From an optimization exercise on the open Yosys and OpenROAD flow, aimed at small area; shortcuts taken in it are not production practice. Where RTL was checked, it was by simulation tests only, not by an equivalence proof against the original. For run 3, only the layout was checked, not whether the RTL still works. The clock port is modelled as an ideal driver; clocking choices that lean on that would not hold on a real chip. Power figures rest on the tool's default switching activity, not on a simulated workload.

File: flow/config.mk
export PLATFORM = sky130hd
export DESIGN_NAME = BankTicketMachineFSM
export DESIGN_NICKNAME = BankTicketMachineFSM
export VERILOG_FILES = /design/flow/design.v
export SDC_FILE = /design/flow/constraint.sdc
export NUM_CORES = 4
export LEC_CHECK = 0
export CAP_MARGIN = 20
export CORE_MARGIN = 2
export CORE_UTILIZATION = 40
export GPL_TIMING_DRIVEN = 0
export SLEW_MARGIN = 20
export SYNTH_HIERARCHICAL = 1
export SYNTH_MINIMUM_KEEP_SIZE = 0
File: flow/constraint.sdc
create_clock -name core_clock -period 5.0 [get_ports {clk}]
set_input_delay 1.0000 -clock core_clock [delete_from_list [all_inputs] [get_ports {clk}]]
set_output_delay 1.0000 -clock core_clock [all_outputs]
set_load 0.01 [all_outputs]
File: flow/design.v
module BankTicketMachineFSM (
    input clk,
    input rst_n,
    input [2:0] service_ButtonPress,
    input [3:0] officer_ButtonPress,
    output reg [6:0] Tickernum,
    output reg [1:0] Desknum,
    output reg [15:0] ticket_WaitingCustomers,
    output reg [2:0] ticket_ServiceType
    );
reg [2:0] act;
reg vld;
reg [15:0] q0, q1, q2;
wire [2:0] act_d;
wire nz0, nz1, nz2;
wire sel0, sel1, sel2, en0, en1, en2, up, ld_n;
wire [6:0] tn_d;
wire [1:0] dk_d;
wire [2:0] st_d;
bank_ctrl ctrl (
    .s(service_ButtonPress), .o(officer_ButtonPress), .act(act), .vld(vld),
    .nz0(nz0), .nz1(nz1), .nz2(nz2), .tn(Tickernum), .dk(Desknum), .st(ticket_ServiceType),
    .act_d(act_d), .sel0(sel0), .sel1(sel1), .sel2(sel2), .en0(en0), .en1(en1), .en2(en2),
    .up(up), .ld_n(ld_n), .tn_d(tn_d), .dk_d(dk_d), .st_d(st_d));
bank_nz z0 (.q(q0), .nz(nz0));
bank_nz z1 (.q(q1), .nz(nz1));
bank_nz z2 (.q(q2), .nz(nz2));
wire [15:0] qs_n, nq, wc_d;
wire [16:0] tc;
assign tc[0] = vld;
genvar i;
generate for (i = 0; i < 16; i = i + 1) begin : bits
    wire wc_h;
    bank_aoi222 mx (.a1(sel0), .a2(q0[i]), .b1(sel1), .b2(q1[i]), .c1(sel2), .c2(q2[i]), .y(qs_n[i]));
    if (i % 2 == 0) begin : e
        wire x;
        bank_xor2 xg (.a(qs_n[i]), .b(up), .y(x));
        bank_nand2 tg (.a(tc[i]), .b(x), .y(tc[i+1]));
        bank_xnor2 ng (.a(qs_n[i]), .b(tc[i]), .y(nq[i]));
    end else begin : o
        wire x_n;
        bank_xnor2 xg (.a(qs_n[i]), .b(up), .y(x_n));
        bank_nor2 tg (.a(tc[i]), .b(x_n), .y(tc[i+1]));
        bank_xor2 ng (.a(qs_n[i]), .b(tc[i]), .y(nq[i]));
    end
    bank_nand2 wh (.a(ticket_WaitingCustomers[i]), .b(ld_n), .y(wc_h));
    bank_o21ai wm (.a1(qs_n[i]), .a2(ld_n), .b1(wc_h), .y(wc_d[i]));
end endgenerate
always @(posedge clk or negedge rst_n) begin
    if (!rst_n) begin
        act <= 3'b000;
        vld <= 1'b0;
    end else begin
        act <= act_d;
        vld <= 1'b1;
    end
end
always @(posedge clk) begin
    if (en0) q0 <= nq;
    if (en1) q1 <= nq;
    if (en2) q2 <= nq;
end
always @(posedge clk or negedge rst_n) begin
    if (!rst_n) begin
        Tickernum <= 7'd0;
        Desknum <= 2'd0;
        ticket_WaitingCustomers <= 16'd0;
        ticket_ServiceType <= 3'b000;
    end else begin
        Tickernum <= tn_d;
        Desknum <= dk_d;
        ticket_WaitingCustomers <= wc_d;
        ticket_ServiceType <= st_d;
    end
end
endmodule
module bank_ctrl (
    input [2:0] s, input [3:0] o, input [2:0] act, input vld,
    input nz0, input nz1, input nz2,
    input [6:0] tn, input [1:0] dk, input [2:0] st,
    output [2:0] act_d,
    output sel0, output sel1, output sel2, output en0, output en1, output en2,
    output up, output ld_n,
    output [6:0] tn_d, output [1:0] dk_d, output [2:0] st_d
    );
wire s_oh = (s == 3'b001) | (s == 3'b010) | (s == 3'b100);
wire o_oh = (o == 4'b0001) | (o == 4'b0010) | (o == 4'b0100) | (o == 4'b1000);
assign act_d = (s != 3'b000) ? (s_oh ? {1'b0, s[2] | s[1], s[2] | s[0]} : 3'b000)
                             : (o_oh ? {1'b1, o[3] | o[2], o[3] | o[1]} : 3'b000);
wire isS = ~act[2] & (act[1] | act[0]);
wire S0 = (act == 3'b001);
wire S1 = (act == 3'b010);
wire S2 = (act == 3'b011);
wire O1 = (act == 3'b100);
wire O2 = (act == 3'b101);
wire O3 = (act == 3'b110);
wire O4 = (act == 3'b111);
assign sel0 = S0 | ((O1 | O4) & nz0) | (O3 & ~nz2 & nz0);
assign sel1 = S1 | (O1 & ~nz0 & nz1) | (O2 & nz1) | (O3 & ~nz2 & ~nz0 & nz1);
assign sel2 = S2 | (O1 & ~nz0 & ~nz1 & nz2) | (O2 & ~nz1 & nz2) | (O3 & nz2) | (O4 & ~nz0 & nz2);
assign en0 = sel0 | ~vld;
assign en1 = sel1 | ~vld;
assign en2 = sel2 | ~vld;
assign up = ~act[2];
assign ld_n = ~isS;
wire found = act[2] & (sel0 | sel1 | sel2);
assign tn_d = tn + found;
assign dk_d = O1 ? 2'd0 : O2 ? 2'd1 : O3 ? 2'd2 : dk;
assign st_d = isS ? {S2, S1, S0} : st;
endmodule
module bank_nz (input [15:0] q, output nz);
assign nz = |q;
endmodule
module bank_aoi222 (input a1, input a2, input b1, input b2, input c1, input c2, output y);
assign y = ~((a1 & a2) | (b1 & b2) | (c1 & c2));
endmodule
module bank_xor2 (input a, input b, output y);
assign y = a ^ b;
endmodule
module bank_xnor2 (input a, input b, output y);
assign y = ~(a ^ b);
endmodule
module bank_nand2 (input a, input b, output y);
assign y = ~(a & b);
endmodule
module bank_nor2 (input a, input b, output y);
assign y = ~(a | b);
endmodule
module bank_o21ai (input a1, input a2, input b1, output y);
assign y = ~((a1 | a2) & b1);
endmodule
File: flow/run.sh
#!/bin/bash
# synth_recipe.tcl (not shown) runs the flow's synth.tcl, then flattens the netlist and writes it again
# the make line also repeats each setting of config.mk as NAME=value (left out here)
make -C /OpenROAD-flow-scripts/flow DESIGN_CONFIG=/design/flow/config.mk WORK_HOME=/design/flow/orfs CLKGATE_MAP_FILE= SYNTH_SCRIPT=/design/flow/synth_recipe.tcl finish
==> results of run 1 <==
registers in the layout (all words and copies together) (netlist names):
name,flops
ticket_ServiceType,3
vld,1
q0,16
q1,16
Desknum,2
ticket_WaitingCustomers,16
act,3
Tickernum,7
q2,16
critical path, stage by stage (launching register included):
cell and delay (ns):
edfxtp_1 0.43, nor4_2 0.34, nand4_1 0.20, nor3b_1 0.19
o21ai_1 0.29, o21ai_4 0.12, a222oi_1 0.28, buf_4 0.19
xor2_1 0.14, nand2_1 0.11, nor2_2 0.12, nand2_1 0.13
nor2_2 0.17, nand2_1 0.12, nor2_2 0.13, nand2_1 0.10
nor2_2 0.15, nand2_1 0.15, nor2_4 0.19, nand2_1 0.12
nor2_2 0.13, nand2_1 0.11, nor2_2 0.14, nand2_1 0.09
xor2_1 0.18
how the worst max path moves through the flow:
stage / cells after the start / slack (ns) / end / startpoint
after floorplan: 23 / 0.71 / q0[15] / q2[12]
after CTS: 24 / 0.008 / q1[15] / q1[12]
after global routing: 24 / -0.02 / q2[15] / q2[4]
after global placement: 23 / -0.93 / q1[15] / q2[4]
after detailed placement: 23 / -0.77 / q2[15] / q2[4]
final: 24 / 0.37 / q0[15] / q1[11]
Yosys cell counts (all sizes together) (5+ instances only):
cell type	number	area, um^2
edfxtp	48	1440
dfrtp	32	801
nand2	29	109
xnor2	21	184
o21ai	18	90.1
xor2	17	149
a222oi	16	160
nor2	16	60.1
nor4	12	75.1
nand3	5	25.0
Yosys stat by module, one instance, submodules excluded:
module                flops+latches  cells inside  copies in the design  area (um^2)
bank_xor2                         0             1                    16         8.76
bank_nand2                        0             1                    24         3.75
BankTicketMachineFSM             80            81                     1         2250
bank_o21ai                        0             1                    16         5.00
bank_aoi222                       0             1                    16         10.0
bank_xnor2                        0             1                    15         8.76
bank_nor2                         0             1                     7         3.75
bank_nz                           0             5                     3         31.3
bank_ctrl                         0            67                     1          428
cells in the final DEF (no fill, tap or decap), types with 3 or more instances in the layout:
| cell | count |
|---|---|
| nor4_2 | 6 |
| o211ai_1 | 3 |
| nor4_1 | 5 |
| nor2_2 | 6 |
| xnor2_1 | 21 |
| buf_4 | 23 |
| xor2_1 | 17 |
| buf_2 | 3 |
| nor2b_1 | 4 |
| edfxtp_1 | 48 |
| o31a_1 | 3 |
| clkbuf_8 | 9 |
| nand3_1 | 4 |
| nand2_1 | 29 |
| o21ai_1 | 17 |
| dfrtp_1 | 32 |
| a21oi_1 | 3 |
| a222oi_1 | 16 |
| clkdlybuf4s50_1 | 35 |
| nor3_1 | 4 |
| nand4_1 | 4 |
| nor2_1 | 9 |
what timing repair did:
action / CTS / global route
setup buffers: 13 / 8
pin swaps: 7 / 5
hold buffers: 0 / 0
resized for setup: 9 / 11
setup endpoints to repair: 18 / 12
metrics by stage:
stage	power, W	instance area (um^2)	instances
after global placement	0.00115	3890	398
after global routing	0.00177	4420	439
after floorplan	0.00102	3400	257
after CTS	0.00169	4300	430
final	0.00170	4420	439
after detailed placement	0.00117	3940	401
cells by family (layout without fill, tap and decap cells):
kind of cell,after synthesis,in the layout,synth area share [%]
compound gates,48,48,10.6
xor+xnor,38,38,9.80
fa+ha+maj,2,2,0.737
buf+inv,5,82,0.626
flops,80,80,66.0
mux,1,1,0.295
other cells,1,1,0.110
simple gates,82,82,11.8
final cells by class:
cell class,count,share of cell area [%]
Buffer,2,0.226
Clock buffer,10,2.89
Clock inverter,6,1.90
Inverter,3,0.255
Multi-Input combinational cell,172,28.5
Sequential cell,80,50.7
Tap cell,105,2.97
Timing Repair Buffer,61,12.6
routing by layer:
layer | GRT usage, % | part of all wire [%]
met4 | 5.48 | 1.6
met5 | 0 | 0
met1 | 21.2 | 43
met2 | 30.4 | 49
met3 | 5.01 | 5.5
where the power goes:
part           internal (W)  switching, W
Sequential         0.000817     0.0000650
Clock              0.000279      0.000225
Combinational      0.000156      0.000154
Total               0.00125      0.000444
==> key figures, run 1 <==
Detailed routing
  • Final ANT Viol Nets: 0
  • Via density: around 5.5
  • Final wirelength: approximately 7500 um
  • Vias: about 2400
  • DRC: 0
  • DRT iter0 DRCs: between 200 and 250
  • DR pass1 iterations: 5
  • WL per Instance: approximately 17 um

Die
  • Core area: 8220 um^2
  • Die Width: 96.1 um
  • Row Count: 33
  • Overall die area: 9240 um^2
  • Starting Density: around 41%
  • I/O pin cnt: 37
  • Die Ht: a little under 100 um

Global route
  • Largest net degree at the start of global routing: 34
  • First-pass GRT wire length: approximately 12000 um
  • GRT Util Overall: between 15 and 20%
  • Vias in the first global route: about 2400
  • Initial antenna violation count: 0
  • Total gr overflow: 0

Power
  • Cell Pwr Density: ~380 nW/um^2
  • Maximum VDD drop: 226 uV
  • Leakage: 1.64 nW

Cells and area
  • FILL cells: 690
  • Final core utilization: 53.8%
  • N_diodes: 0
  • Sequential cell area: around 2200 um^2
  • Syn-to-layout area delta: 30.3%
  • Final net count: 340
  • Multi-input gate area: 1260 um^2
  • Layout cells sized above 1: a little under a fifth

Worst hold path
  • Worst hold path type: reg -> reg
  • Hold depth: 1
  • WHS Endpoint: Tickernum[6]
  • Min-delay src: Tickernum[6]

Worst setup path
  • Reg2reg path depth: 24
  • Arr. time, crit path: 4.70 ns
  • Crit Path Class: reg -> reg
  • RR Startpoint: q1[11]
  • Critical R2R Capture: q0[15]
  • Data required, critical path: a little over 5 ns
  • Critical Path Fanout Max: 4
  • Worst Setup Start Kind: register
  • R2R setup slack: ~0.37 ns
  • Crit. End Element: register

Placed design
  • Hpwl dp: between 4000 and 5000 um
  • # port buffers: 36
  • Setup WS pre-CTS: -0.770 ns
  • Final Wtd Congestion: 0.789

Synth
  • Synth Flop Type: edfxtp_1
  • Ys Warns: 7
  • Post-Syn Area: 3400 um^2
  • Sequential-to-total area share from yosys stat: between 60% and 70%
  • Cells after synthesis: 257
  • Post-synth EDFFs: 48
  • Yosys cell types: 33
  • Asr flop ratio synth: approximately two fifths
  • #FFs+latches synth: 80
  • Syn_area_per_cell: ~13 um^2

Outcome
  • Status: timing/DRC/antenna clean

Clock tree
  • H-tree depth: 3
  • CTS Root Cell: clkbuf_8
  • CTS buffer count: 9
  • Reg clk slew, reported paths: 0.08 ns
  • Max clock buf depth: 2
  • Clock Latency Late Sink: between 0.3 and 0.4 ns
  • Clock Sinks: 80
  • TritonCTS clock tree: yes

STA
  • FMAX: between 0.2 and 0.25 GHz
  • Setup tns final: 0 ns
  • WHS: between 0.4 and 0.5 ns
  • Final worst path period share: 92.6%
  • Final WS setup: between 0.3 and 0.4 ns
  • Setup violations, final: 0
  • Fin. Hold Viols: 0
  • Clock Skews: roughly 0.011 ns
  • Slew Limit Fails: 0
  • Fin crit period: about 4.6 ns
  • Slew HR: between 50% and 60%
  • Worst Max-Slew Pin Slew: approximately 0.73 ns

Flow run
  • Max-Cap Viols: 0
==> inputs of run 2 (changes only) <==
==> flow/flow/run.sh (new file) <==
#!/bin/bash
# The standard ORFS layout (standard.sh) with three changes:
#  - the port buffers are sky130_fd_sc_hd__buf_1 cells;
#  - the clock is buffered by flow/clkbuf.tcl before CTS: a root buffer on
#    the clock port drives one buffer per group of registers. The clock net
#    then has a single sink and clock_tree_synthesis leaves it as it is;
#  - no dummy clock loads.
# make's output goes to flow_make.log; each ORFS step logs to orfs/logs.
set -euo pipefail
here=$(pwd)
export BUFFER_PORTS_ARGS="-buffer_cell sky130_fd_sc_hd__buf_1"
export PRE_CTS_TCL="$here/flow/clkbuf.tcl"
export CTS_ARGS="-clk_nets clk -dont_use_dummy_load -buf_list sky130_fd_sc_hd__clkbuf_16"
export CLKROOT_CELL=sky130_fd_sc_hd__clkbuf_4
export CLKLEAF_CELL=sky130_fd_sc_hd__clkbuf_8
export CLK_COLS=3
export CLK_ROWS=2
bash standard.sh > flow_make.log 2>&1
==> flow/flow/clkbuf.tcl (new file) <==
# Clock buffering in place of the H-tree: split the register clock pins into
# CLK_COLS x CLK_ROWS groups of equal size by position, drive each group from
# one CLKLEAF_CELL buffer at the group's centre, and drive those buffers from
# one CLKROOT_CELL buffer on the clock port. The clock net then has a single
# sink, so clock_tree_synthesis leaves it alone.
set block [ord::get_db_block]
set clknet [$block findNet clk]
set leafm [[ord::get_db] findMaster $::env(CLKLEAF_CELL)]
set rootm [[ord::get_db] findMaster $::env(CLKROOT_CELL)]
set cols $::env(CLK_COLS)
set rows $::env(CLK_ROWS)
set pins {}
foreach it [$clknet getITerms] {
  set bb [[$it getInst] getBBox]
  lappend pins [list $it [expr {([$bb xMin] + [$bb xMax]) / 2}] [expr {([$bb yMin] + [$bb yMax]) / 2}]]
}
set n [llength $pins]
set groups {}
set byx [lsort -integer -index 1 $pins]
for {set c 0} {$c < $cols} {incr c} {
  set slice [lrange $byx [expr {$c * $n / $cols}] [expr {($c + 1) * $n / $cols - 1}]]
  set m [llength $slice]
  set byy [lsort -integer -index 2 $slice]
  for {set r 0} {$r < $rows} {incr r} {
    lappend groups [lrange $byy [expr {$r * $m / $rows}] [expr {($r + 1) * $m / $rows - 1}]]
  }
}
set root [odb::dbInst_create $block $rootm clkbuf_root]
set rnet [odb::dbNet_create $block clknet_root]
$rnet setSigType CLOCK
[$root findITerm A] connect $clknet
[$root findITerm X] connect $rnet
set ax 0; set ay 0; set k 0; set sizes {}
foreach g $groups {
  set sx 0; set sy 0
  foreach p $g { incr sx [lindex $p 1]; incr sy [lindex $p 2] }
  set gx [expr {$sx / [llength $g]}]; set gy [expr {$sy / [llength $g]}]
  incr ax $gx; incr ay $gy
  set inst [odb::dbInst_create $block $leafm clkbuf_leaf_$k]
  set net [odb::dbNet_create $block clknet_leaf_$k]
  $net setSigType CLOCK
  [$inst findITerm A] connect $rnet
  [$inst findITerm X] connect $net
  $inst setLocation [expr {$gx - [$leafm getWidth] / 2}] [expr {$gy - [$leafm getHeight] / 2}]
  $inst setPlacementStatus PLACED
  foreach p $g {
    set it [lindex $p 0]
    $it disconnect
    $it connect $net
  }
  lappend sizes [llength $g]
  incr k
}
$root setLocation [expr {$ax / $k - [$rootm getWidth] / 2}] [expr {$ay / $k - [$rootm getHeight] / 2}]
$root setPlacementStatus PLACED
puts "clkbuf: $n clock pins in groups of $sizes"
==> flow/standard.sh (new file) <==
#!/bin/bash
# synth_recipe.tcl (not shown) runs the flow's synth.tcl, then flattens the netlist and writes it again
# the make line also repeats each setting of config.mk as NAME=value (left out here)
make -C /OpenROAD-flow-scripts/flow DESIGN_CONFIG=/design/flow/config.mk WORK_HOME=/design/flow/orfs CLKGATE_MAP_FILE= SYNTH_SCRIPT=/design/flow/synth_recipe.tcl "${@:-finish}"
removed: flow/run.sh
==> key figures, run 2 <==
Power
  • Sequential Power Share: between 60% and 70%
  • Cell Pwr Density: between 300 and 400 nW/um^2
  • Sw frac: 28.3%
  • Maximum VDD drop: about 170 uV
  • Leakage: 1.47 nW
  • Psw: 0.000406 W
  • Clock share of power: a little over a fifth
  • Comb power frac: roughly 17%
  • Internal: a little over 0.001 W

Cells and area
  • Final core utilization: 49.2%
  • Syn-to-layout area delta: 19.0%
  • Commonest cells after routing, fill and taps aside: edfxtp_1, buf_1, dfrtp_1, nand2_1, xnor2_1
  • Commonest non-fill, non-tap cell in the layout: edfxtp_1
  • FILL cells: 740
  • Final net count: between 300 and 400
  • N_diodes: 0
  • Layout cells sized above 1: about 15%
  • Multi-input gate area: 1280 um^2
  • Sequential cell area: about 2200 um^2

Worst setup path
  • Critical Path Fanout Max: 9
  • Worst Setup Start Kind: register
  • Arr. time, crit path: around 4.7 ns
  • Slowest library cell on the worst path: a222oi_1
  • Crit. End Element: register
  • CP max stage delay: 0.68 ns
  • Top cell by count, worst path: nand2_1
  • Worst path bufs/invs: 3
  • Levels on crit path: 22
  • Data required, critical path: between 5 and 6 ns
  • Reg2reg path depth: 22
  • CP cell instances: nor4_2 > nand4_1 > buf_4 > inv_1 > a2111o_1 > nand3_4 > buf_4 > a222oi_1 > xnor2_1 > nor2_2 > nand2_1 > nor2_2 > nand2_1 > nor2_2 > nand2_1 > nor2_4 > nand2_1 > nor2_1 > nand2_1 > nor2_2 > nand2_1 > xor2_1
  • Top delay family on crit path: simple AND/OR/NAND/NOR gates
  • Crit Path Class: reg -> reg

Synth
  • Synth Flop Type: edfxtp_1
  • Sequential-to-total area share from yosys stat: ~66%
  • Post-Synth Adder-Cell Area: less than 1%
  • Post-synthesis xor/xnor area fraction: around 10%
  • #FFs+latches synth: 80
  • Post-Synth Simple-Gate Area: 11.8%
  • Largest family of logic cells by synthesized area: simple AND/OR/NAND/NOR gates
  • Asr flop ratio synth: around two fifths
  • Leading area contributor after synthesis: edfxtp_1
  • Yosys cell types: 33
  • Post-synthesis compound-gate area fraction: 10.6%
  • Post-synth EDFFs: 48
  • Ys Warns: 7
  • Syn_area_per_cell: between 10 and 15 um^2
  • Post-synth top area share: between 40% and 50%
  • Most common library cells after synthesis: edfxtp_1, dfrtp_1, nand2_1
  • Mux cell area share after synthesis: less than 1%
  • Synth area leaders: edfxtp_1, dfrtp_1, xnor2_1, a222oi_1, xor2_1
  • Cells after synthesis: about 260
  • Post-Syn Area: 3400 um^2
  • Count leader, synth: edfxtp_1

STA
  • Final worst path period share: between 90% and 100%
  • Slew Limit Fails: 0
  • Setup violations, final: 0
  • Fin. Hold Viols: 0
  • Worst Max-Slew Pin Slew: 0.976 ns
  • FMAX: between 0.2 and 0.25 GHz
  • Fin crit period: between 4 and 5 ns
  • Clock Skews: around 0.0086 ns
  • Slew HR: a little over a third
  • WHS: ~0.48 ns

Placed design
  • Hpwl dp: around 4700 um
  • Final Wtd Congestion: approximately 0.8
  • # port buffers: 36

Global route
  • Initial antenna violation count: 0
  • GRT Util Overall: about 15%
  • Met1 Usage GRT: 22.9%
  • Met3 GRT Util: around 1.8%
  • Largest net degree at the start of global routing: 34
  • Vias in the first global route: 2141
  • Total gr overflow: 0
  • First-pass GRT wire length: around 11000 um
  • Met2 usage: about a quarter
  • Global route hottest layer: met2

Die
  • Overall die area: about 9200 um^2
  • Core area: about 8200 um^2
  • Row Count: 33
  • Starting Density: between 40 and 50%
  • Die Ht: between 90 and 100 um
  • Die Width: roughly 96 um
  • I/O pin cnt: 37

Flow run
  • Max-Cap Viols: 0

Detailed routing
  • DRC: 0
  • WL per Instance: approximately 17 um
  • Final ANT Viol Nets: 0
  • DRT iter0 DRCs: 171
  • Via density: 5.45
  • Vias: 2300
  • DR pass1 iterations: 4
  • Final wirelength: between 7000 and 8000 um

Worst hold path
  • Worst hold path type: reg -> reg
  • Hold depth: 1

Clock tree
  • Reg clk slew, reported paths: around 0.09 ns
  • # hold bufs at CTS: 0
  • Clock Latency Late Sink: about 0.42 ns

Outcome
  • Status: timing/DRC/antenna clean
==> run 2: cell count changes in the layout (fill, tap and decap cells not counted), sizes merged <==
cell / delta
buf: +27
clkbuf: -3
clkdlybuf4s50: -35
clkinv: -3
bufinv: -2
clkinvlp: -1
==> run 2: cell type report <==
type / count / area share [%]
inverter: 3 / 0.279
buffer: 9 / 2.48
timing repair buffer: 53 / 6.72
multi-input combinational: 172 / 31.8
tap: 105 / 3.25
sequential: 80 / 55.5
==> run 2: layer usage <==
| layer | share of wire [%] | up-vias |
|---|---|---|
| met1 | 45 | 1108 |
| met2 | 46 | 77 |
| met4 | 2.2 | 0 |
| met3 | 7.1 | 13 |
| met5 | 0 | - |
| li1 | - | 1102 |
==> run 2: worst reg2reg max path, cell delays in order, from the launching register on <==
cell	delay, ns
edfxtp_1	0.43
nor4_2	0.35
nand4_1	0.12
buf_4	0.18
inv_1	0.07
a2111o_1	0.15
nand3_4	0.16
buf_4	0.21
a222oi_1	0.69
xnor2_1	0.17
nor2_2	0.17
nand2_1	0.12
nor2_2	0.13
nand2_1	0.10
nor2_2	0.15
nand2_1	0.14
nor2_4	0.15
nand2_1	0.10
nor2_1	0.18
nand2_1	0.13
nor2_2	0.15
nand2_1	0.09
xor2_1	0.18
==> run 2: path summary, 6_finish.rpt <==
check	slack [ns]	start	to
setup / recovery	0.43	q2[11]	q2[15]
hold / removal	0.48	Tickernum[6]	Tickernum[6]
setup reg to reg	0.43	q2[11]	q2[15]
hold reg to reg	0.48	Tickernum[6]	Tickernum[6]
max in group asynchronous	3.90	rst_n	ticket_WaitingCustomers[7]
min in group asynchronous	0.63	rst_n	Tickernum[0]
==> run 2: cells by family (layout without fill, tap and decap cells) <==
group,Yosys count,in the layout
AND/OR/NAND/NOR,82,82
flip-flops,80,80
AO/OA/AOI/OAI,48,48
XOR/XNOR,38,38
buffers and inverters,5,65
adder cells (fa/ha/maj),2,2
other,1,1
multiplexers,1,1
==> run 2: timing repair <==
| item | CTS | global route |
|---|---|---|
| gates resized for setup | 7 | 15 |
| endpoints found under the setup margin | 15 | 12 |
| setup buffers | 8 | 6 |
| pin swaps | 6 | 4 |
==> run 2: Yosys stat by module (local to each module, per instance) <==
module / cells inside / cell area [um^2] / times used
bank_xnor2: 1 / 8.76 / 15
BankTicketMachineFSM: 81 / 2250 / 1
bank_nz: 5 / 31.3 / 3
bank_xor2: 1 / 8.76 / 16
bank_ctrl: 67 / 428 / 1
bank_nand2: 1 / 3.75 / 24
bank_o21ai: 1 / 5.00 / 16
bank_nor2: 1 / 3.75 / 7
bank_aoi222: 1 / 10.0 / 16
==> run 2: per-stage QoR <==
stage / area, um^2 / setup WS, ns / cells / total power, W / setup TNS (ns)
floorplan: 3400 / 0.714 / 257 / 0.00102 / 0
global placement: 3660 / -0.898 / 398 / 0.00110 / -9.82
detailed placement: 3720 / -0.718 / 401 / 0.00111 / -6.53
CTS: 3910 / 0.0136 / 416 / 0.00135 / 0
global route: 4040 / -0.0308 / 422 / 0.00151 / -0.0917
finish: 4040 / 0.426 / 422 / 0.00143 / 0
==> run 2: power by group through the flow <==
stage	sequential, W	clock [W]	combinational (W)
after floorplan	0.000893	0	0.000122
after global placement	0.000884	0	0.000213
after detailed placement	0.000885	0	0.000225
after CTS	0.000888	0.000230	0.000236
after global routing	0.000896	0.000344	0.000274
final	0.000885	0.000306	0.000244
==> inputs of run 3 (changes only) <==
--- a/flow/design.v
+++ b/flow/design.v
@@ -13,7 +13,7 @@
 reg [15:0] q0, q1, q2;
 wire [2:0] act_d;
 wire nz0, nz1, nz2;
-wire sel0, sel1, sel2, en0, en1, en2, up, ld_n;
+wire sel0, sel1, sel2, en0, en1, en2, dn, ld_n, vld_n;
 wire [6:0] tn_d;
 wire [1:0] dk_d;
 wire [2:0] st_d;
@@ -21,31 +21,45 @@
     .s(service_ButtonPress), .o(officer_ButtonPress), .act(act), .vld(vld),
     .nz0(nz0), .nz1(nz1), .nz2(nz2), .tn(Tickernum), .dk(Desknum), .st(ticket_ServiceType),
     .act_d(act_d), .sel0(sel0), .sel1(sel1), .sel2(sel2), .en0(en0), .en1(en1), .en2(en2),
-    .up(up), .ld_n(ld_n), .tn_d(tn_d), .dk_d(dk_d), .st_d(st_d));
+    .dn(dn), .ld_n(ld_n), .vld_n(vld_n), .tn_d(tn_d), .dk_d(dk_d), .st_d(st_d));
 bank_nz z0 (.q(q0), .nz(nz0));
 bank_nz z1 (.q(q1), .nz(nz1));
 bank_nz z2 (.q(q2), .nz(nz2));
-wire [15:0] qs_n, nq, wc_d;
-wire [16:0] tc;
-assign tc[0] = vld;
+wire [15:0] qs_n, x, t_n, nq, wc_d;
+wire [3:0] tg, pg_n;
 genvar i;
 generate for (i = 0; i < 16; i = i + 1) begin : bits
     wire wc_h;
     bank_aoi222 mx (.a1(sel0), .a2(q0[i]), .b1(sel1), .b2(q1[i]), .c1(sel2), .c2(q2[i]), .y(qs_n[i]));
-    if (i % 2 == 0) begin : e
-        wire x;
-        bank_xor2 xg (.a(qs_n[i]), .b(up), .y(x));
-        bank_nand2 tg (.a(tc[i]), .b(x), .y(tc[i+1]));
-        bank_xnor2 ng (.a(qs_n[i]), .b(tc[i]), .y(nq[i]));
-    end else begin : o
-        wire x_n;
-        bank_xnor2 xg (.a(qs_n[i]), .b(up), .y(x_n));
-        bank_nor2 tg (.a(tc[i]), .b(x_n), .y(tc[i+1]));
-        bank_xor2 ng (.a(qs_n[i]), .b(tc[i]), .y(nq[i]));
+    if (i < 15) begin : xb
+        bank_xnor2 xg (.a(qs_n[i]), .b(dn), .y(x[i]));
+    end else begin : xn
+        assign x[i] = 1'b0;
+    end
+    if (i % 4 == 0) begin : g0
+        bank_xnor2 ng (.a(qs_n[i]), .b(tg[i/4]), .y(nq[i]));
+        assign t_n[i] = 1'b0;
+    end else begin : gn
+        if (i % 4 == 1) begin : n1
+            bank_nand2 tg1 (.a(tg[i/4]), .b(x[i-1]), .y(t_n[i]));
+        end else if (i % 4 == 2) begin : n2
+            bank_nand3 tg2 (.a(tg[i/4]), .b(x[i-2]), .c(x[i-1]), .y(t_n[i]));
+        end else begin : n3
+            bank_nand4 tg3 (.a(tg[i/4]), .b(x[i-3]), .c(x[i-2]), .d(x[i-1]), .y(t_n[i]));
+        end
+        bank_xor2 ng (.a(qs_n[i]), .b(t_n[i]), .y(nq[i]));
     end
     bank_nand2 wh (.a(ticket_WaitingCustomers[i]), .b(ld_n), .y(wc_h));
     bank_o21ai wm (.a1(qs_n[i]), .a2(ld_n), .b1(wc_h), .y(wc_d[i]));
 end endgenerate
+generate for (i = 0; i < 3; i = i + 1) begin : grp
+    bank_nand4 pg (.a(x[4*i]), .b(x[4*i+1]), .c(x[4*i+2]), .d(x[4*i+3]), .y(pg_n[i]));
+end endgenerate
+assign pg_n[3] = 1'b1;
+assign tg[0] = vld;
+bank_nor2 tg1 (.a(vld_n), .b(pg_n[0]), .y(tg[1]));
+bank_nor3 tg2 (.a(vld_n), .b(pg_n[0]), .c(pg_n[1]), .y(tg[2]));
+bank_nor4 tg3 (.a(vld_n), .b(pg_n[0]), .c(pg_n[1]), .d(pg_n[2]), .y(tg[3]));
 always @(posedge clk or negedge rst_n) begin
     if (!rst_n) begin
         act <= 3'b000;
@@ -80,7 +94,7 @@
     input [6:0] tn, input [1:0] dk, input [2:0] st,
     output [2:0] act_d,
     output sel0, output sel1, output sel2, output en0, output en1, output en2,
-    output up, output ld_n,
+    output dn, output ld_n, output vld_n,
     output [6:0] tn_d, output [1:0] dk_d, output [2:0] st_d
     );
 wire s_oh = (s == 3'b001) | (s == 3'b010) | (s == 3'b100);
@@ -98,10 +112,11 @@
 assign sel0 = S0 | ((O1 | O4) & nz0) | (O3 & ~nz2 & nz0);
 assign sel1 = S1 | (O1 & ~nz0 & nz1) | (O2 & nz1) | (O3 & ~nz2 & ~nz0 & nz1);
 assign sel2 = S2 | (O1 & ~nz0 & ~nz1 & nz2) | (O2 & ~nz1 & nz2) | (O3 & nz2) | (O4 & ~nz0 & nz2);
-assign en0 = sel0 | ~vld;
-assign en1 = sel1 | ~vld;
-assign en2 = sel2 | ~vld;
-assign up = ~act[2];
+assign vld_n = ~vld;
+assign en0 = sel0 | vld_n;
+assign en1 = sel1 | vld_n;
+assign en2 = sel2 | vld_n;
+assign dn = act[2];
 assign ld_n = ~isS;
 wire found = act[2] & (sel0 | sel1 | sel2);
 assign tn_d = tn + found;
@@ -129,3 +144,15 @@
 module bank_o21ai (input a1, input a2, input b1, output y);
 assign y = ~((a1 | a2) & b1);
 endmodule
+module bank_nand3 (input a, input b, input c, output y);
+assign y = ~(a & b & c);
+endmodule
+module bank_nand4 (input a, input b, input c, input d, output y);
+assign y = ~(a & b & c & d);
+endmodule
+module bank_nor3 (input a, input b, input c, output y);
+assign y = ~(a | b | c);
+endmodule
+module bank_nor4 (input a, input b, input c, input d, output y);
+assign y = ~(a | b | c | d);
+endmodule
--- a/flow/flow/run.sh
+++ b/flow/flow/run.sh
@@ -4,13 +4,18 @@
 #  - the clock is buffered by flow/clkbuf.tcl before CTS: a root buffer on
 #    the clock port drives one buffer per group of registers. The clock net
 #    then has a single sink and clock_tree_synthesis leaves it as it is;
-#  - no dummy clock loads.
+#  - no dummy clock loads;
+#  - after synthesis, flow/downsize.tcl gives each gate its smallest drive
+#    strength, and the buffers synthesis added are removed; the repairs
+#    size up what the layout needs.
 # make's output goes to flow_make.log; each ORFS step logs to orfs/logs.
 set -euo pipefail
 here=$(pwd)
 export BUFFER_PORTS_ARGS="-buffer_cell sky130_fd_sc_hd__buf_1"
 export PRE_CTS_TCL="$here/flow/clkbuf.tcl"
 export CTS_ARGS="-clk_nets clk -dont_use_dummy_load -buf_list sky130_fd_sc_hd__clkbuf_16"
+export PRE_FLOORPLAN_TCL="$here/flow/downsize.tcl"
+export REMOVE_ABC_BUFFERS=1
 export CLKROOT_CELL=sky130_fd_sc_hd__clkbuf_4
 export CLKLEAF_CELL=sky130_fd_sc_hd__clkbuf_8
 export CLK_COLS=3
==> flow/flow/downsize.tcl (new file) <==
# Synthesis sizes some gates for speed it does not need. Give every
# combinational cell the smallest-area drive strength of its kind; the
# timing repairs that follow size up whatever the layout needs.
set n 0
foreach inst [get_cells *] {
  set m [get_property $inst ref_name]
  if {![regexp {^(sky130_fd_sc_hd__[a-z0-9]+)_([0-9]+)$} $m -> base drive]} continue
  if {[regexp {__(df|edf|sdf|dl|conb|tap|fill|decap)} $base]} continue
  set best $m
  set best_area [get_property [get_lib_cells */$m] area]
  foreach d {0 1 2} {
    set c [get_lib_cells -quiet */${base}_$d]
    if {$c eq ""} continue
    if {[get_property $c dont_use]} continue
    set a [get_property $c area]
    if {$a < $best_area - 1e-6} { set best ${base}_$d; set best_area $a }
  }
  if {$best ne $m} {
    replace_cell $inst [get_lib_cells */$best]
    incr n
  }
}
puts "downsize: replaced $n cells"
==> key figures, run 3 <==
STA
  • Clock Skews: 0.00701 ns
  • RSZ-0062 raised after global routing: false
  • Slew HR: 39.2%
  • Final WS setup: between 0.4 and 0.5 ns
  • Setup violations, final: 0
  • FMAX: between 0.2 and 0.25 GHz
  • Slew Limit Fails: 0
  • Final worst path period share: about nine tenths
  • Worst Max-Slew Pin Slew: about 0.91 ns
  • Fin. Hold Viols: 0
  • Fin crit period: roughly 4.5 ns

Detailed routing
  • DR pass1 iterations: 5
  • Vias: 2298
  • DRT iter0 DRCs: between 200 and 250
  • DRC: 0
  • WL per Instance: ~17 um
  • Final wirelength: 7100 um
  • Final ANT Viol Nets: 0
  • Via density: between 5 and 6

Cells and area
  • Commonest non-fill, non-tap cell in the layout: edfxtp_1
  • Commonest cells after routing, fill and taps aside: edfxtp_1, buf_1, dfrtp_1, xnor2_1, nand2_1
  • Final core utilization: around 48%
  • Multi-input gate area: ~1200 um^2
  • Final net count: 325
  • N_diodes: 0
  • FILL cells: just under 800
  • Sequential cell area: about 2200 um^2
  • Post-route insts no fill: around 420
  • Layout cells sized above 1: between 7 and 8%

Worst setup path
  • Crit. End Element: register
  • R2R setup slack: 0.45 ns
  • Worst Setup Start Kind: register
  • Critical Path Fanout Max: 16
  • Crit Path Class: reg -> reg
  • Critical R2R Capture: q2[11]
  • Arr. time, crit path: 4.67 ns
  • Data required, critical path: around 5.1 ns
  • Reg2reg path depth: 11
  • RR Startpoint: q2[15]

Synth
  • Cells after synthesis: ~260
  • Ys Warns: 7

Placed design
  • DP Cell Count: approximately 400
  • # port buffers: 36
  • Final Wtd Congestion: slightly below 0.8
  • Setup WS pre-CTS: around 0.11 ns
  • Hpwl dp: approximately 5100 um

Global route
  • Met3 GRT Util: about 1.8%
  • Initial antenna violation count: 0
  • Met2 usage: between 20% and 30%
  • Total gr overflow: 0
  • Vias in the first global route: between 2000 and 2500
  • Largest net degree at the start of global routing: 25
  • GRT Util Overall: between 15 and 20%
  • First-pass GRT wire length: roughly 12000 um
  • Met1 Usage GRT: between 20% and 30%
  • Global route hottest layer: met2

Die
  • I/O pin cnt: 37
  • Die Ht: 96.5 um
  • Starting Density: 41.5%
  • Core area: 8260 um^2
  • Overall die area: a little over 9000 um^2
  • Die Width: 96.5 um
  • Row Count: 33

Outcome
  • Status: timing/DRC/antenna clean

Power
  • Maximum VDD drop: 153 uV
  • Leakage: between 1 and 1.5 nW
  • Cell Pwr Density: 361 nW/um^2

Clock tree
  • Reg clk slew, reported paths: around 0.08 ns
  • Clock Latency Late Sink: 0.41 ns

Worst hold path
  • Worst hold path type: in -> async

Flow run
  • Max-Cap Viols: 0
run 3: changes by cell type in the layout (fill, tap and decap cells not counted), sizes merged, moves of 3 or more:
cell	before	now
buf	55	48
nand2	29	23
nand2b	2	5
nand3	5	9
nand4	4	10
nor2	16	12
xnor2	21	25
xor2	17	13
run 3: critical path, cell delays in order, from the launching register on:
cell and delay [ns]:
edfxtp_1 0.41, nor4_1 0.43, nand4_1 0.34, and4bb_1 0.30
o21ai_0 0.23, nand2_1 0.44, a222oi_1 0.76, xnor2_1 0.26
nand4_1 0.23, nor3_1 0.45, nand4_1 0.18, xor2_1 0.22
run 3: through the flow:
stage | power (W) | hold slack (ns) | TNS [ns] | cell area, um^2
global placement | 0.00110 | 0.459 | -3.32 | 3670
CTS | 0.00136 | 0.466 | 0 | 3890
detailed placement | 0.00112 | 0.466 | 0 | 3800
floorplan | 0.00102 | 0.507 | 0 | 3410
finish | 0.00142 | 0.459 | 0 | 3950
global route | 0.00150 | 0.448 | 0 | 3950
run 3: worst max path at each step:
stage / startpoint / to / slack (ns) / depth (start not counted)
3_5_place_dp: q2[15] / q2[15] / 0.11 / 11
3_3_place_gp: act[2] / q0[15] / -0.34 / 8
6_report: q2[15] / q2[11] / 0.45 / 11
4_1_cts: q2[15] / q2[15] / 0.09 / 11
2_1_floorplan: act[2] / q0[15] / 1.15 / 8
5_1_grt: q2[15] / q0[15] / 0.009 / 11
run 3: cell type report:
type	count	area share, %
tap	105	3.33
inverter	2	0.190
timing repair buffer	48	7.45
buffer	7	2.28
multi-input combinational	175	29.9
sequential	80	56.8
run 3: metal layers:
layer	vias up	share of wire, %
li1	1111	-
met1	1121	45
met2	58	49
met3	8	5.2
met4	0	1.2
met5	-	0
run 3: where the power goes:
group	switching (W)	total (W)	internal, W	leakage (nW)
clock	0.000188	0.000304	0.000116	0.0477
combinational	0.000151	0.000246	0.0000952	0.454
sequential	0.0000592	0.000874	0.000815	0.921
total	0.000398	0.00142	0.00103	1.42
run 3: repair_timing:
item,4_1_cts,5_1_grt
hold buffers,0,0
setup endpoints to repair,0,21
setup buffers,0,6
gates resized for setup,0,1
==> inputs of run 4 (changes only) <==
--- a/flow/design.v
+++ b/flow/design.v
@@ -13,7 +13,7 @@
 reg [15:0] q0, q1, q2;
 wire [2:0] act_d;
 wire nz0, nz1, nz2;
-wire sel0, sel1, sel2, en0, en1, en2, dn, ld_n, vld_n;
+wire sel0, sel1, sel2, en0, en1, en2, dn, ld_n;
 wire [6:0] tn_d;
 wire [1:0] dk_d;
 wire [2:0] st_d;
@@ -21,7 +21,7 @@
     .s(service_ButtonPress), .o(officer_ButtonPress), .act(act), .vld(vld),
     .nz0(nz0), .nz1(nz1), .nz2(nz2), .tn(Tickernum), .dk(Desknum), .st(ticket_ServiceType),
     .act_d(act_d), .sel0(sel0), .sel1(sel1), .sel2(sel2), .en0(en0), .en1(en1), .en2(en2),
-    .dn(dn), .ld_n(ld_n), .vld_n(vld_n), .tn_d(tn_d), .dk_d(dk_d), .st_d(st_d));
+    .dn(dn), .ld_n(ld_n), .tn_d(tn_d), .dk_d(dk_d), .st_d(st_d));
 bank_nz z0 (.q(q0), .nz(nz0));
 bank_nz z1 (.q(q1), .nz(nz1));
 bank_nz z2 (.q(q2), .nz(nz2));
@@ -57,9 +57,9 @@
 end endgenerate
 assign pg_n[3] = 1'b1;
 assign tg[0] = vld;
-bank_nor2 tg1 (.a(vld_n), .b(pg_n[0]), .y(tg[1]));
-bank_nor3 tg2 (.a(vld_n), .b(pg_n[0]), .c(pg_n[1]), .y(tg[2]));
-bank_nor4 tg3 (.a(vld_n), .b(pg_n[0]), .c(pg_n[1]), .d(pg_n[2]), .y(tg[3]));
+bank_inv tg1 (.a(pg_n[0]), .y(tg[1]));
+bank_nor2 tg2 (.a(pg_n[0]), .b(pg_n[1]), .y(tg[2]));
+bank_nor3 tg3 (.a(pg_n[0]), .b(pg_n[1]), .c(pg_n[2]), .y(tg[3]));
 always @(posedge clk or negedge rst_n) begin
     if (!rst_n) begin
         act <= 3'b000;
@@ -94,7 +94,7 @@
     input [6:0] tn, input [1:0] dk, input [2:0] st,
     output [2:0] act_d,
     output sel0, output sel1, output sel2, output en0, output en1, output en2,
-    output dn, output ld_n, output vld_n,
+    output dn, output ld_n,
     output [6:0] tn_d, output [1:0] dk_d, output [2:0] st_d
     );
 wire s_oh = (s == 3'b001) | (s == 3'b010) | (s == 3'b100);
@@ -112,10 +112,9 @@
 assign sel0 = S0 | ((O1 | O4) & nz0) | (O3 & ~nz2 & nz0);
 assign sel1 = S1 | (O1 & ~nz0 & nz1) | (O2 & nz1) | (O3 & ~nz2 & ~nz0 & nz1);
 assign sel2 = S2 | (O1 & ~nz0 & ~nz1 & nz2) | (O2 & ~nz1 & nz2) | (O3 & nz2) | (O4 & ~nz0 & nz2);
-assign vld_n = ~vld;
-assign en0 = sel0 | vld_n;
-assign en1 = sel1 | vld_n;
-assign en2 = sel2 | vld_n;
+assign en0 = sel0 | ~vld;
+assign en1 = sel1 | ~vld;
+assign en2 = sel2 | ~vld;
 assign dn = act[2];
 assign ld_n = ~isS;
 wire found = act[2] & (sel0 | sel1 | sel2);
@@ -156,3 +155,6 @@
 module bank_nor4 (input a, input b, input c, input d, output y);
 assign y = ~(a | b | c | d);
 endmodule
+module bank_inv (input a, output y);
+assign y = ~a;
+endmodule
==> key figures, run 4 <==
Placed design
  • Final Wtd Congestion: 0.745
  • # port buffers: 36
  • Area post-placement: 3770 um^2
  • Hpwl dp: 4930 um
  • Setup WS pre-CTS: approximately 0.3 ns

Worst setup path
  • Critical Path Fanout Max: 16
  • Arr. time, crit path: between 4 and 5 ns
  • CP cell instances: nor4_1 > nand4_1 > and4bb_1 > o21ai_0 > nand2_1 > a222oi_1 > xnor2_1 > nand4_1 > nor3_2 > nand4_1 > xor2_1
  • Crit Path Class: reg -> reg
  • Data required, critical path: 5.13 ns
  • Worst Setup Start Kind: register
  • Top delay family on crit path: simple AND/OR/NAND/NOR gates
  • Slowest library cell on the worst path: a222oi_1
  • Crit. End Element: register
  • Worst path bufs/invs: 0
  • CP max stage delay: ~0.75 ns
  • Top cell by count, worst path: nand4_1

Detailed routing
  • DRT iter0 DRCs: ~140
  • DRC: 0
  • Via density: roughly 5.6
  • Vias: ~2300
  • DR pass1 iterations: 5
  • Final ANT Viol Nets: 0
  • Final wirelength: 6960 um
  • WL per Instance: about 17 um

Synth
  • Ys Warns: 7
  • Cells after synthesis: 260

Cells and area
  • Commonest cells after routing, fill and taps aside: edfxtp_1, buf_1, dfrtp_1, xnor2_1, nand2_1
  • Final core utilization: a little under half
  • Multi-input gate area: 1170 um^2
  • Final net count: 317
  • N_diodes: 0
  • Layout cells sized above 1: a little under 6%
  • Cell area after layout: just under 4000 um^2
  • FILL cells: 775
  • Commonest non-fill, non-tap cell in the layout: edfxtp_1
  • Sequential cell area: roughly 2200 um^2

Global route
  • Total gr overflow: 0
  • Largest net degree at the start of global routing: 29
  • First-pass GRT wire length: ~11000 um
  • GRT Util Overall: 15.2%
  • Vias in the first global route: about 2200
  • Initial antenna violation count: 0

Power
  • Leakage: around 1.4 nW
  • Maximum VDD drop: slightly above 200 uV
  • Pwr Total: 0.00141 W
  • Cell Pwr Density: ~360 nW/um^2

Die
  • Die Width: between 90 and 100 um
  • Row Count: 33
  • Die Ht: just under 100 um
  • Starting Density: about two fifths
  • Core area: ~8300 um^2
  • Overall die area: just over 9000 um^2
  • I/O pin cnt: 37

STA
  • Slew HR: between 30% and 40%
  • Setup violations, final: 0
  • Final worst path period share: roughly 91%
  • Final WS setup: 0.462 ns
  • Clock Skews: between 0.009 and 0.01 ns
  • Fin. Hold Viols: 0
  • RSZ-0062 raised after global routing: false
  • FMAX: ~0.22 GHz
  • Slew Limit Fails: 0
  • Worst Max-Slew Pin Slew: slightly above 0.9 ns
  • Fin crit period: about 4.5 ns

Clock tree
  • Post CTS Setup Buffer Count: 0
  • Post-CTS sizing: 0
  • Clock Latency Late Sink: roughly 0.4 ns
  • # hold bufs at CTS: 0
  • Reg clk slew, reported paths: 0.09 ns

Outcome
  • Status: timing/DRC/antenna clean

Flow run
  • Max-Cap Viols: 0

Worst hold path
  • Worst hold path type: in -> async
[run 4: through the flow]
stage               hold WS (ns)  setup TNS (ns)  cells
detailed placement         0.467               0    402
finish                     0.461               0    409
CTS                        0.467               0    409
global route               0.456               0    409
floorplan                  0.507               0    256
global placement           0.458           -1.28    397
[run 4: final cells by class]
class / count / share of cell area, %
inverter: 2 / 0.194
multi-input combinational: 174 / 30.3
timing repair buffer: 41 / 5.82
tap: 105 / 3.39
sequential: 80 / 58.0
buffer: 7 / 2.33
[run 4: final timing paths]
kind | startpoint | to | depth (start not counted) | slack [ns]
max | q2[15] | q2[15] | 11 | 0.46
min | rst_n | ticket_WaitingCustomers[12] | 1 | 0.46
max reg2reg | q2[15] | q2[15] | 11 | 0.46
min reg2reg | Tickernum[6] | Tickernum[6] | 1 | 0.48
max in group asynchronous | rst_n | act[2] | 2 | 4.11
min in group core_clock | Tickernum[6] | Tickernum[6] | 1 | 0.48
[run 4: power breakdown]
part,switching [W],total (W),internal (W)
sequential,0.0000594,0.000874,0.000815
clock,0.000188,0.000304,0.000117
combinational,0.000145,0.000231,0.0000859
[run 4: worst reg2reg max path, cell delays in order (launching register included)]
cell      delay [ns]
edfxtp_1        0.40
nor4_1          0.43
nand4_1         0.40
and4bb_1        0.33
o21ai_0         0.24
nand2_1         0.42
a222oi_1        0.76
xnor2_1         0.24
nand4_1         0.25
nor3_2          0.41
nand4_1         0.17
xor2_1          0.21
[run 4: per-layer routing]
| metal | track usage (%) | vias to the layer above | wire (um) |
|---|---|---|---|
| met1 | 21.0 | 1128 | 3110 |
| met4 | 1.64 | 0 | 89 |
| met3 | 1.86 | 10 | 388 |
| met5 | 0 | - | 0 |
| li1 | - | 1092 | - |
| met2 | 26.7 | 65 | 3380 |
==> inputs of run 5 (changes only) <==
--- a/flow/config.mk
+++ b/flow/config.mk
@@ -5,10 +5,10 @@
 export SDC_FILE = /design/flow/constraint.sdc
 export NUM_CORES = 4
 export LEC_CHECK = 0
-export CAP_MARGIN = 20
+export CAP_MARGIN = 0
 export CORE_MARGIN = 2
 export CORE_UTILIZATION = 40
 export GPL_TIMING_DRIVEN = 0
-export SLEW_MARGIN = 20
+export SLEW_MARGIN = 0
 export SYNTH_HIERARCHICAL = 1
 export SYNTH_MINIMUM_KEEP_SIZE = 0
==> key figures, run 5 <==
Clock tree
  • Clock Latency Late Sink: 0.41 ns
  • Reg clk slew, reported paths: around 0.09 ns
  • # hold bufs at CTS: 0

Die
  • Row Count: 33
  • Die Width: approximately 96 um
  • Overall die area: 9300 um^2
  • Die Ht: between 90 and 100 um
  • Core area: 8260 um^2
  • Starting Density: 41.4%
  • I/O pin cnt: 37

Synth
  • Ys Warns: 7
  • Cells after synthesis: between 200 and 300

Worst setup path
  • Arr. time, crit path: about 4.6 ns
  • Top cell by count, worst path: nand4_1
  • CP cell instances: nor4_1 > nand4_1 > and4bb_1 > o21ai_0 > nand2_1 > a222oi_1 > xnor2_1 > nand4_1 > nor3_2 > nand4_1 > xor2_1
  • Critical R2R Capture: q2[15]
  • R2R setup slack: 0.55 ns
  • RR Startpoint: q2[15]
  • CP max stage delay: 0.70 ns
  • Data required, critical path: ~5.1 ns
  • Worst path bufs/invs: 0
  • Reg2reg path depth: 11
  • Crit. End Element: register
  • Top delay family on crit path: simple AND/OR/NAND/NOR gates
  • Critical Path Fanout Max: 16
  • Crit Path Class: reg -> reg
  • Worst Setup Start Kind: register
  • Slowest library cell on the worst path: a222oi_1

Cells and area
  • N_diodes: 0
  • Commonest non-fill, non-tap cell in the layout: edfxtp_1
  • Post-route insts no fill: about 410
  • Commonest cells after routing, fill and taps aside: edfxtp_1, buf_1, dfrtp_1, xnor2_1, nand2_1
  • Cell area after layout: roughly 3900 um^2
  • Layout cells sized above 1: between 5 and 6%
  • Final net count: 319
  • FILL cells: 772

Placed design
  • # port buffers: 36
  • DP Cell Count: approximately 400
  • Final Wtd Congestion: between 0.7 and 0.8
  • Area post-placement: 3750 um^2
  • Hpwl dp: 4880 um

Worst hold path
  • WHS Endpoint: Tickernum[6]
  • Worst hold path type: reg -> reg
  • Hold depth: 1
  • Min-delay src: Tickernum[6]

Power
  • Leakage: roughly 1.4 nW
  • Pwr Total: 0.00141 W
  • Maximum VDD drop: 226 uV
  • Cell Pwr Density: 365 nW/um^2

Global route
  • GRT Util Overall: approximately 15%
  • Initial antenna violation count: 0
  • First-pass GRT wire length: ~11000 um
  • Vias in the first global route: approximately 2200
  • Total gr overflow: 0
  • Largest net degree at the start of global routing: 33

Detailed routing
  • Via density: approximately 5.5
  • DR pass1 iterations: 5
  • DRC: 0
  • WL per Instance: approximately 17 um
  • Final ANT Viol Nets: 0
  • DRT iter0 DRCs: 135
  • Vias: between 2000 and 2500
  • Final wirelength: between 6000 and 7000 um

STA
  • Fin. Hold Viols: 0
  • Fin crit period: approximately 4.4 ns
  • WHS: slightly below 0.5 ns
  • FMAX: roughly 0.22 GHz
  • Final worst path period share: 88.9%
  • RSZ-0062 raised after global routing: false
  • Slew HR: roughly a fifth
  • Setup tns final: 0 ns
  • Clock Skews: ~0.010 ns
  • Slew Limit Fails: 0
  • Worst Max-Slew Pin Slew: around 1.2 ns
  • Setup violations, final: 0

Outcome
  • Status: timing/DRC/antenna clean

Flow run
  • Max-Cap Viols: 0
run 5: how the worst max path moves through the flow:
stage               startpoint     end  slack [ns]  cells past startpoint
floorplan               act[2]  q0[15]        1.35                      8
global placement        act[2]  q1[15]       -0.17                      8
detailed placement      q2[12]  q1[15]        0.16                     11
CTS                     q2[12]  q1[15]        0.16                     11
global route            q2[12]  q1[14]        0.18                     11
finish                  q2[15]  q2[15]        0.55                     11
run 5: layer usage:
metal	up-vias	part of all wire [%]	global-route usage, %
met5	-	0	0
met4	0	1.0	1.41
met3	6	7.1	1.71
met2	82	49	26.5
met1	1091	43	21.7
li1	1099	-	-
run 5: layout make-up:
type                       count  area [um^2]  share of cell area [%]
buffer                         7         90.1                    2.33
inverter                       2         7.51                   0.194
multi-input combinational    174         1170                    30.3
sequential                    80         2240                    58.0
tap                          105          131                    3.40
timing repair buffer          43          224                    5.79
run 5: through the flow:
step / utilization, % / worst slack (ns)
final: 46.8 / 0.555
after global routing: 46.8 / 0.180
after CTS: 46.5 / 0.161
after detailed placement: 45.4 / 0.156
after global placement: 44.4 / -0.169
after floorplan: - / 1.35
run 5: what timing repair did:
action	4_1_cts	5_1_grt
setup buffers	0	2
gates resized for setup	0	1
endpoints found under the setup margin	0	9
run 5: report_power, final:
part | total (W) | switching (W) | internal (W)
Clock | 0.000305 | 0.000189 | 0.000117
Combinational | 0.000231 | 0.000144 | 0.0000871
Sequential | 0.000875 | 0.0000599 | 0.000815
Total | 0.00141 | 0.000392 | 0.00102
==> inputs of run 6 (changes only) <==
--- a/flow/config.mk
+++ b/flow/config.mk
@@ -7,7 +7,7 @@
 export LEC_CHECK = 0
 export CAP_MARGIN = 0
 export CORE_MARGIN = 2
-export CORE_UTILIZATION = 40
+export CORE_UTILIZATION = 65
 export GPL_TIMING_DRIVEN = 0
 export SLEW_MARGIN = 0
 export SYNTH_HIERARCHICAL = 1
==> key figures, run 6 <==
Outcome
  • Status: timing/DRC/antenna clean

Detailed routing
  • Final ANT Viol Nets: 0
  • DR pass1 iterations: 5
  • Final wirelength: 6860 um
  • WL per Instance: approximately 18 um
  • DRC: 0
  • DRT iter0 DRCs: 171
  • Via density: approximately 6.2
  • Vias: 2356

Flow run
  • Max-Cap Viols: 0

Die
  • I/O pin cnt: 37
  • Die Ht: 76.5 um
  • Row Count: 26
  • Core area: between 5000 and 6000 um^2
  • Die Width: 76.5 um
  • Starting Density: 67.3%
  • Overall die area: 5850 um^2

STA
  • Slew Limit Fails: 0
  • Setup violations, final: 0
  • Fin crit period: about 4.5 ns
  • Worst Max-Slew Pin Slew: between 1 and 1.5 ns
  • RSZ-0062 raised after global routing: false
  • FMAX: 0.224 GHz
  • Slew HR: a little over a fifth
  • Clock Skews: roughly 0.011 ns
  • Fin. Hold Viols: 0
  • Setup tns final: 0 ns
  • Final worst path period share: about nine tenths

Synth
  • Cells after synthesis: 260
  • Ys Warns: 7

Cells and area
  • Commonest non-fill, non-tap cell in the layout: edfxtp_1
  • Layout cells sized above 1: 7.69%
  • N_diodes: 0
  • Final core utilization: between 70% and 80%
  • Final net count: approximately 330
  • Sequential cell area: between 2000 and 2500 um^2
  • Multi-input gate area: approximately 1200 um^2
  • Commonest cells after routing, fill and taps aside: edfxtp_1, buf_1, dfrtp_1, xnor2_1, nand2_1
  • FILL cells: 354

Global route
  • Initial antenna violation count: 0
  • GRT Util Overall: around 24%
  • Largest net degree at the start of global routing: 33
  • First-pass GRT wire length: between 10000 and 15000 um
  • Vias in the first global route: around 2300
  • Total gr overflow: 0

Worst setup path
  • Critical Path Fanout Max: 16
  • Crit Path Class: reg -> reg
  • Crit. End Element: register
  • Arr. time, crit path: ~4.6 ns
  • Data required, critical path: slightly above 5 ns
  • Worst Setup Start Kind: register

Placed design
  • Final Wtd Congestion: 0.779
  • # port buffers: 36
  • Hpwl dp: roughly 4800 um

Worst hold path
  • Worst hold path type: reg -> reg

Power
  • Cell Pwr Density: ~370 nW/um^2
  • Leakage: about 1.4 nW
  • Maximum VDD drop: ~260 uV

Clock tree
  • Clock Latency Late Sink: 0.43 ns
  • Reg clk slew, reported paths: about 0.080 ns
-- run 6: per-stage QoR --
step	cell area, um^2	total power [W]	hold WS (ns)	setup WS, ns	cells
2_1_floorplan	3400	0.00102	0.507	1.35	256
3_3_place_gp	3620	0.00110	0.458	0.0665	362
3_5_place_dp	3690	0.00112	0.476	0.155	367
4_1_cts	3780	0.00135	0.476	0.148	374
5_1_grt	3850	0.00149	0.491	0.154	382
6_report	3850	0.00142	0.483	0.542	382
-- run 6: what timing repair did --
action | CTS | global route
resized for setup | 0 | 1
buffers inserted | 0 | 8
hold buffers | 0 | 0
endpoints found under the setup margin | 0 | 9
-- run 6: per-layer routing --
layer  wire, um  share of wire, %  global-route usage [%]
met1       2900                42                    33.9
met4         64              0.93                    2.55
met5          0                 0                       0
met3        474               6.9                    2.61
met2       3420                50                    42.9
-- run 6: path summary, 6_finish.rpt --
check                             start                    endpoint  slack, ns  cells after the start
max in group asynchronous         rst_n  ticket_WaitingCustomers[6]       3.88                      1
hold / removal             Tickernum[6]                Tickernum[6]       0.48                      1
min in group asynchronous         rst_n  ticket_WaitingCustomers[0]       0.64                      1
hold reg to reg            Tickernum[6]                Tickernum[6]       0.48                      1
setup / recovery                 q2[15]                      q0[15]       0.54                     11
setup reg to reg                 q2[15]                      q0[15]       0.54                     11
-- run 6: critical path: stages, from the launching register on --
cell	delay, ns
edfxtp_1	0.42
nor4_1	0.40
nand4_1	0.35
and4bb_1	0.31
o21ai_0	0.24
nand2_1	0.45
a222oi_1	0.72
xnor2_1	0.23
nand4_1	0.28
nor3_2	0.40
nand4_1	0.16
xor2_1	0.21
-- run 6: layout make-up --
type	count	share of cell area (%)
plain buffers	7	2.34
inverters	2	0.195
multi-input cells	174	30.4
flip-flops and latches	80	58.2
well taps	70	2.27
repair buffers	49	6.56
-- run 6: where the power goes --
part	internal, W	switching [W]	leakage [nW]	total [W]
combinational	0.0000925	0.000147	0.441	0.000239
sequential	0.000815	0.0000611	0.921	0.000876
clock	0.000116	0.000190	0.0477	0.000306
total	0.00102	0.000397	1.41	0.00142
==> inputs of run 7 (changes only) <==
--- a/flow/flow/run.sh
+++ b/flow/flow/run.sh
@@ -7,7 +7,10 @@
 #  - no dummy clock loads;
 #  - after synthesis, flow/downsize.tcl gives each gate its smallest drive
 #    strength, and the buffers synthesis added are removed; the repairs
-#    size up what the layout needs.
+#    size up what the layout needs;
+#  - the repairs may resize a cell to any drive strength, not only to one
+#    of the same footprint (MATCH_CELL_FOOTPRINT 0, passed to make as a
+#    command-line variable so that it overrides the platform's setting).
 # make's output goes to flow_make.log; each ORFS step logs to orfs/logs.
 set -euo pipefail
 here=$(pwd)
@@ -20,4 +23,5 @@
 export CLKLEAF_CELL=sky130_fd_sc_hd__clkbuf_8
 export CLK_COLS=3
 export CLK_ROWS=2
+export MAKEFLAGS="MATCH_CELL_FOOTPRINT=0"
 bash standard.sh > flow_make.log 2>&1
--- a/flow/config.mk
+++ b/flow/config.mk
@@ -5,10 +5,10 @@
 export SDC_FILE = /design/flow/constraint.sdc
 export NUM_CORES = 4
 export LEC_CHECK = 0
-export CAP_MARGIN = 0
+export CAP_MARGIN = 20
 export CORE_MARGIN = 2
-export CORE_UTILIZATION = 65
+export CORE_UTILIZATION = 40
 export GPL_TIMING_DRIVEN = 0
-export SLEW_MARGIN = 0
+export SLEW_MARGIN = 20
 export SYNTH_HIERARCHICAL = 1
 export SYNTH_MINIMUM_KEEP_SIZE = 0
==> key figures, run 7 <==
Placed design
  • Final Wtd Congestion: ~0.75
  • Hpwl dp: 4930 um
  • # port buffers: 36

Power
  • Pwr Total: between 0.001 and 0.0015 W
  • Clock share of power: around 22%
  • Internal: 0.00102 W
  • Sequential Power Share: 62.0%
  • Cell Pwr Density: between 300 and 400 nW/um^2
  • Maximum VDD drop: around 200 uV
  • Sw frac: approximately 28%
  • Leakage: ~1.4 nW
  • Comb power frac: 16.4%
  • Psw: between 0.0003 and 0.0004 W

Cells and area
  • Final net count: ~320
  • Sequential cell area: between 2000 and 2500 um^2
  • Commonest cells after routing, fill and taps aside: edfxtp_1, buf_1, dfrtp_1, xnor2_1, nand2_1
  • Layout cells sized above 1: ~5.9%
  • N_diodes: 0
  • Commonest non-fill, non-tap cell in the layout: edfxtp_1
  • FILL cells: between 700 and 800
  • Multi-input gate area: approximately 1200 um^2
  • Final core utilization: 46.9%

Detailed routing
  • WL met1: ~3100 um
  • Final wirelength: between 6000 and 7000 um
  • Top Metal Used: met4
  • Final ANT Viol Nets: 0
  • Via density: approximately 5.6
  • WL per Instance: roughly 17 um
  • DR WL met2: about 3400 um
  • DRC: 0
  • DRT iter0 DRCs: 143
  • Metal3 WL: roughly 390 um
  • DR pass1 iterations: 5
  • Vias: ~2300

Global route
  • Total gr overflow: 0
  • Vias in the first global route: between 2000 and 2500
  • Largest net degree at the start of global routing: 29
  • First-pass GRT wire length: about 11000 um
  • GRT Util Overall: 15.2%
  • Initial antenna violation count: 0

Worst setup path
  • Data required, critical path: 5.13 ns
  • Top cell by count, worst path: nand4_1
  • Slowest library cell on the worst path: a222oi_1
  • Arr. time, crit path: between 4 and 5 ns
  • CP cell instances: nor4_1 > nand4_1 > and4bb_1 > o21ai_0 > nand2_1 > a222oi_1 > xnor2_1 > nand4_1 > nor3_2 > nand4_1 > xor2_1
  • Crit. End Element: register
  • Reg2reg path depth: 11
  • Crit Path Class: reg -> reg
  • Critical Path Fanout Max: 16
  • Worst Setup Start Kind: register
  • CP max stage delay: approximately 0.75 ns

Die
  • I/O pin cnt: 37
  • Die Ht: about 96 um
  • Core area: approximately 8300 um^2
  • Starting Density: a little over 40%
  • Die Width: between 90 and 100 um
  • Overall die area: approximately 9300 um^2
  • Row Count: 33

STA
  • Setup violations, final: 0
  • Fin crit period: 4.54 ns
  • Fin. Hold Viols: 0
  • RSZ-0062 raised after global routing: false
  • Setup tns final: 0 ns
  • FMAX: roughly 0.22 GHz
  • WHS: ~0.47 ns
  • Slew Limit Fails: 0
  • Slew HR: between 30% and 40%
  • Final worst path period share: 90.8%
  • Worst Max-Slew Pin Slew: roughly 0.91 ns
  • Clock Skews: about 0.009 ns

Clock tree
  • Clock Latency Late Sink: approximately 0.4 ns
  • Reg clk slew, reported paths: roughly 0.090 ns

Synth
  • Cells after synthesis: 260
  • Ys Warns: 7

Outcome
  • Status: timing/DRC/antenna clean

Flow run
  • Max-Cap Viols: 0

Worst hold path
  • Worst hold path type: in -> async
[run 7: cell count changes in the layout (fill, tap and decap cells not counted), sizes merged]
| cell | change |
|---|---|
| clkbuf | +1 |
| buf | -9 |
[run 7: power groups by stage]
| stage | clock (W) | combinational (W) | sequential, W |
|---|---|---|---|
| after CTS | 0.000230 | 0.000234 | 0.000890 |
| after floorplan | 0 | 0.000124 | 0.000894 |
| after detailed placement | 0 | 0.000233 | 0.000890 |
| after global routing | 0.000339 | 0.000259 | 0.000888 |
| final | 0.000304 | 0.000231 | 0.000874 |
| after global placement | 0 | 0.000215 | 0.000887 |
[run 7: metal layers]
| layer | vias to the layer above | track usage (%) |
|---|---|---|
| met5 | - | 0 |
| met4 | 0 | 1.64 |
| met3 | 10 | 1.86 |
| met2 | 65 | 26.7 |
| met1 | 1127 | 21.0 |
| li1 | 1092 | - |
[run 7: layout make-up]
class	count	share of cell area, %
plain buffers	7	2.33
inverters	2	0.194
multi-input cells	174	30.3
flip-flops and latches	80	58.0
well taps	105	3.39
repair buffers	41	5.82
[run 7: metrics by stage]
| stage | worst slack [ns] | std cells | cell area [um^2] |
|---|---|---|---|
| after floorplan | 1.35 | 256 | 3400 |
| after CTS | 0.296 | 409 | 3860 |
| after detailed placement | 0.300 | 402 | 3770 |
| after global routing | 0.0734 | 409 | 3870 |
| after global placement | -0.169 | 397 | 3670 |
| final | 0.462 | 409 | 3870 |
[run 7: worst paths after layout]
path / startpoint / to / slack, ns
setup / recovery: q2[15] / q2[15] / 0.46
hold / removal: rst_n / ticket_WaitingCustomers[12] / 0.47
setup reg to reg: q2[15] / q2[15] / 0.46
hold reg to reg: Tickernum[6] / Tickernum[6] / 0.48
max in group asynchronous: rst_n / act[2] / 4.10
min in group core_clock: Tickernum[6] / Tickernum[6] / 0.48
[run 7: what timing repair did]
| item | CTS | global route |
|---|---|---|
| hold buffers | 0 | 0 |
| endpoints found under the setup margin | 0 | 9 |
| buffers inserted | 0 | 0 |
| gates resized for setup | 0 | 1 |
[run 7: worst max-delay path: cells and delay by family, from the launching register on]
kind	cells	cell delay [ns]
AO/OA/AOI/OAI	2	0.99
XOR/XNOR	2	0.45
flip-flops	1	0.40
AND/OR/NAND/NOR	7	2.41

## port drivers added, routing unchanged
How much do the figures lean on ideal ports? The routed layouts below were timed once more, with nothing changed but the port constraints. Step 1 (the two cells are an assumption about what drives the block):
set clk [get_ports {clk}]
set_driving_cell -lib_cell sky130_fd_sc_hd__clkbuf_16 $clk
set_driving_cell -lib_cell sky130_fd_sc_hd__buf_2 [delete_from_list [all_inputs] $clk]
Step 2 adds t to the input delays and takes it off the output delays; t is the mean of the earliest and latest rising clock arrival at the registers after step 1. Input paths then give back, and output paths get back, about the clock's delay inside the block. Slacks: ideal ports / drivers / drivers and shift; pairs: ideal ports / drivers.
| run | t, ns | setup slack, ns | hold slack, ns | clock arrival spread, ns |
|---|---|---|---|---|
| run 1 | 0.379 | 0.368 / 0.368 / 0.368 | 0.481 / 0.481 / 0.481 | 0.011 / 0.011 |
| run 2 | 0.447 | 0.426 / 0.426 / 0.426 | 0.477 / 0.477 / 0.477 | 0.008 / 0.008 |
| run 3 | 0.439 | 0.452 / 0.452 / 0.452 | 0.459 / 0.455 / 0.468 | 0.007 / 0.007 |
| run 4 | 0.425 | 0.462 / 0.462 / 0.462 | 0.461 / 0.458 / 0.482 | 0.009 / 0.009 |
| run 5 | 0.426 | 0.555 / 0.555 / 0.555 | 0.481 / 0.481 / 0.481 | 0.010 / 0.010 |
| run 6 | 0.446 | 0.542 / 0.542 / 0.542 | 0.483 / 0.483 / 0.483 | 0.011 / 0.011 |
| run 7 | 0.425 | 0.462 / 0.462 / 0.462 | 0.469 / 0.467 / 0.482 | 0.009 / 0.009 |
After both steps every run listed still meets setup and hold.
